This is an optimization exercise on Yosys and OpenROAD, whose aim is small area, a short achievable clock period and few clock cycles, not a production implementation.
The RTL was checked by simulation tests, not by an equivalence proof against the original design.
No activity file was given, so power comes from the tool's default toggle rates.

// bellmanford
module bellmanford (reset, clock, GMAR1, GMDR1, GMAR2, GMDR2, IMAR, IMDR, WMAR1, WMAR2, WMDR1, WMDR2, WMWDR, WMWAR, WMWE, OMAR, OMDR, OMWAR, OMWDR, OMWE, NegCycle, Finish);
Settings: LEC_CHECK=0, CAP_MARGIN=20, CORE_AREA=5 5 275 275, DIE_AREA=0 0 280 280, SETUP_SLACK_MARGIN=1.5, SLEW_MARGIN=20, TNS_END_PERCENT=100; clock period 5.0 ns.
run.sh (not shown) runs the stock make flow with config.mk's settings and CLKGATE_MAP_FILE= SYNTH_SCRIPT=/design/flow/synth_recipe.tcl, a recipe that flattens the netlist after the stock synthesis.
Testbench counts at the start, summed over its fixed seeds: cycles 23,209.
Edit:
--- a/flow/config.mk
+++ b/flow/config.mk
@@ -11 +11 @@
-export SETUP_SLACK_MARGIN = 1.5
+export SETUP_SLACK_MARGIN = 1.2
@@ -13 +12,0 @@
-export TNS_END_PERCENT = 100
Worst setup slack loses 230 ps.
Utilization came out lower by 1.1 points.
Count of clock-buffer cells in the layout decreases by 2.
Final cell count is lower slightly.
Non-clock buffer count shrinks by 57.
Edit:
--- a/flow/config.mk
+++ b/flow/config.mk
@@ -11 +11 @@
-export SETUP_SLACK_MARGIN = 1.2
+export SETUP_SLACK_MARGIN = 0.5
After rerunning: Non-clock buffer count came out lower by 29; via count came out lower by 0.55%; core utilization came out lower by 0.48 points; power came out lower by 0.51%; global-route usage barely changes; first-iteration DRC count came out higher by 15%.
Edit:
--- a/flow/config.mk
+++ b/flow/config.mk
@@ -11 +11,2 @@
-export SETUP_SLACK_MARGIN = 0.5
+export PLACE_DENSITY = 0.35
+export SETUP_SLACK_MARGIN = 1.5
Synthesized cell count stays the same.
Global-route usage goes up by 2.3 points.
Total power goes up by a little under a tenth.
Sequential share of layout area goes down by 1.7 points.
Worst hold slack is worse by 20 ps.
Final area goes up by a little under a tenth.
Wire length goes up by about a fifth.
Final cell count goes up by a few percent.
Die area is unchanged.
Edit:
--- a/flow/config.mk
+++ b/flow/config.mk
@@ -8,0 +9,2 @@
+export CELL_PAD_IN_SITES_DETAIL_PLACEMENT = 0
+export CELL_PAD_IN_SITES_GLOBAL_PLACEMENT = 0
@@ -11 +12,0 @@
-export PLACE_DENSITY = 0.35
After rerunning: Worst hold slack is better by 16 ps; die area stays the same; global-route usage drops by 1.9 points; count of clock-buffer cells in the layout does not change; area after synthesis does not change; cell area drops by about 2.3%; utilization drops by 0.68 points.

========
bellmanford again, from the RTL that the note above started with.
Settings: LEC_CHECK=0, ABC_CLOCK_PERIOD_IN_PS=1500, CAP_MARGIN=20, CORE_AREA=5 5 275 275, DIE_AREA=0 0 280 280, SETUP_SLACK_MARGIN=1.5, SLEW_MARGIN=20; clock period 5.0 ns.
The first run passed the timing, design-rule and antenna checks.
Testbench counts at the start, summed over its fixed seeds: cycles 23,209.
Rerun with:
--- a/flow/config.mk
+++ b/flow/config.mk
@@ -7,3 +7,2 @@
 export LEC_CHECK = 0
-export ABC_CLOCK_PERIOD_IN_PS = 1500
 export CAP_MARGIN = 20
@@ -11,3 +10,3 @@
 export DIE_AREA = 0 0 280 280
-export SETUP_SLACK_MARGIN = 1.5
+export SETUP_SLACK_MARGIN = 2.0
 export SLEW_MARGIN = 20
After rerunning: Routed wire length climbs by about 7%. Die area is unchanged. Worst hold slack is about the same. Via count rises by about 6%. Maximum frequency hardly moves. Area after synthesis is unchanged.
Rerun with:
--- a/flow/config.mk
+++ b/flow/config.mk
@@ -8,5 +8,5 @@
 export CAP_MARGIN = 20
-export CORE_AREA = 5 5 275 275
-export DIE_AREA = 0 0 280 280
-export SETUP_SLACK_MARGIN = 2.0
+export CORE_AREA = 5 5 355 195
+export DIE_AREA = 0 0 360 200
+export SETUP_SLACK_MARGIN = 1.5
 export SLEW_MARGIN = 20
=> The new run finished clean; maximum frequency fell by about 5.6%; first-iteration DRC count rose by 28%; routed wire length rose by 5.3%; total power fell by about 5%; die area fell by about 8%; utilization rose by 0.94 points; cell area fell by about 7%.
Rerun with:
--- a/flow/config.mk
+++ b/flow/config.mk
@@ -8,5 +8,5 @@
 export CAP_MARGIN = 20
-export CORE_AREA = 5 5 355 195
-export DIE_AREA = 0 0 360 200
-export SETUP_SLACK_MARGIN = 1.5
+export CORE_AREA = 5 5 275 275
+export DIE_AREA = 0 0 280 280
+export SETUP_SLACK_MARGIN = 1.8
 export SLEW_MARGIN = 20
Effect: The changed run completed without violations; clock skew shrinks by 5.5 ps; first-iteration DRC count shrinks by about 20%; setup slack improves by 220 ps; sequential power barely changes; wire length shrinks by about 7.5%; total power grows by about 2.6%; register-to-register slack improves by 290 ps; design area grows by 3.7%; final cell count grows by about 2.3%.

========
Setup of tundra:
Starting RTL as in the previous note.
Design bellmanford, start of the top module:
module bellmanford (reset, clock, GMAR1, GMDR1, GMAR2, GMDR2, IMAR, IMDR, WMAR1, WMAR2, WMDR1, WMDR2, WMWDR, WMWAR, WMWE, OMAR, OMDR, OMWAR, OMWDR, OMWE, NegCycle, Finish);
clock: 5.0 ns
lec_check: 0
cap_margin: 20
core_area: 5 5 275 275
die_area: 0 0 280 280
gpl_routability_driven: 0
setup_slack_margin: 1.5
slew_margin: 20
No stage failed in tundra, and the final checks on the layout all came back clean.
Testbench counts of tundra, summed over its fixed seeds: cycles 23,209.
[inputs] fjord vs tundra
Settings: clearing GPL_ROUTABILITY_DRIVEN, which used to be 0; putting PLACE_DENSITY at 0.8 where nothing was set.
Results
Between tundra and fjord, global routing met1 resource utilization is higher for tundra, fjord comes in under that.
Looking at non-clock buffer count, fjord sits 42 below tundra.
Summary of fjord over tundra: post-place instance area shows a reduction of 160 sq um, clock power shows a reduction of about 6%, total power shows a reduction of about 4%, final period utilization shows a reduction of 1.3 points.
Summed area of non-filler cells in the final layout in fjord vs tundra: down 580 sq um
Compared with tundra, fjord supports a higher clock frequency.

========
bellmanford again, from the RTL that the note above started with.
Settings: LEC_CHECK=0, CAP_MARGIN=20, CORE_AREA=3 3 269 269, DIE_AREA=0 0 272 272, SETUP_SLACK_MARGIN=1.5, SLEW_MARGIN=20; clock period 5.0 ns.
The starting point completed with no timing, DRC or antenna violations.
Testbench counts at the start, summed over its fixed seeds: cycles 23,209.
Rerun with:
ABC_CLOCK_PERIOD_IN_PS = 3000   (was not set)
CORE_AREA = 5 5 275 275   (was 3 3 269 269)
DIE_AREA = 0 0 280 280   (was 0 0 272 272)
What happened: Design area fell by a few percent. Maximum frequency climbs slightly. Wire length came out lower by a few percent. Via count goes down by a few percent. Sequential share of layout area grows by 0.55 points. Power shrinks by a few percent. First-iteration DRC count increases by a few percent. Register-to-register slack stays flat. Worst hold slack is worse by 8.7 ps. Count of clock-buffer cells in the layout grows by 1. Critical path depth fell by 13.

separate check: timing with driven ports:
Ports are ideal in the flow. The routed layouts listed here were re-timed in OpenROAD. Step 1 sets driving cells, clkbuf_16 on the clock port and buf_2 on the other inputs (assumed; they add their load-dependent delay and slew). Step 2 also shifts input and output timing later by t, the mid clock arrival at the registers, as if the neighbouring blocks saw the same clock. Three values: no drivers, after step 1, after step 2; two values: the first two.
run | shift t [ns] | slack for setup (ns) | hold slack, ns | worst setup path after step 2 | pins driven straight from the clock port
the first run of note 1 | 0.509 | 1.465 / 1.412 / 1.107 | 0.494 / 0.494 / 0.494 | input to register | 1
the second run of note 1 | 0.519 | 1.235 / 1.219 / 0.744 | 0.493 / 0.493 / 0.493 | input to register | 1
the third run of note 1 | 0.507 | 0.606 / 0.573 / 0.294 | 0.499 / 0.499 / 0.499 | input to register | 1
the fourth run of note 1 | 0.548 | 1.348 / 1.263 / 0.957 | 0.479 / 0.479 / 0.479 | input to register | 1
the fifth run of note 1 | 0.509 | 1.465 / 1.412 / 1.107 | 0.494 / 0.494 / 0.494 | input to register | 1
the first run of note 2 | 0.509 | 1.465 / 1.412 / 1.107 | 0.494 / 0.494 / 0.494 | input to register | 1
the second run of note 2 | 0.514 | 1.459 / 1.433 / 1.058 | 0.492 / 0.492 / 0.492 | input to register | 1
the third run of note 2 | 0.509 | 1.251 / 1.251 / 0.884 | 0.516 / 0.516 / 0.516 | input to register | 1
the fourth run of note 2 | 0.514 | 1.471 / 1.428 / 0.993 | 0.495 / 0.495 / 0.495 | input to register | 1
tundra | 0.506 | 1.391 / 1.324 / 0.997 | 0.492 / 0.492 / 0.492 | input to register | 1
fjord | 0.506 | 1.458 / 1.414 / 1.038 | 0.490 / 0.490 / 0.490 | input to register | 1
the first run of note 4 | 0.519 | 1.396 / 1.345 / 0.863 | 0.503 / 0.503 / 0.503 | input to register | 1
the second run of note 4 | 0.509 | 1.465 / 1.412 / 1.107 | 0.494 / 0.494 / 0.494 | input to register | 1
After both steps every run listed still meets setup and hold. The setup slack of the first run of note 4, which loses most, moves by -0.051 ns with the drivers and by -0.533 ns with both steps.
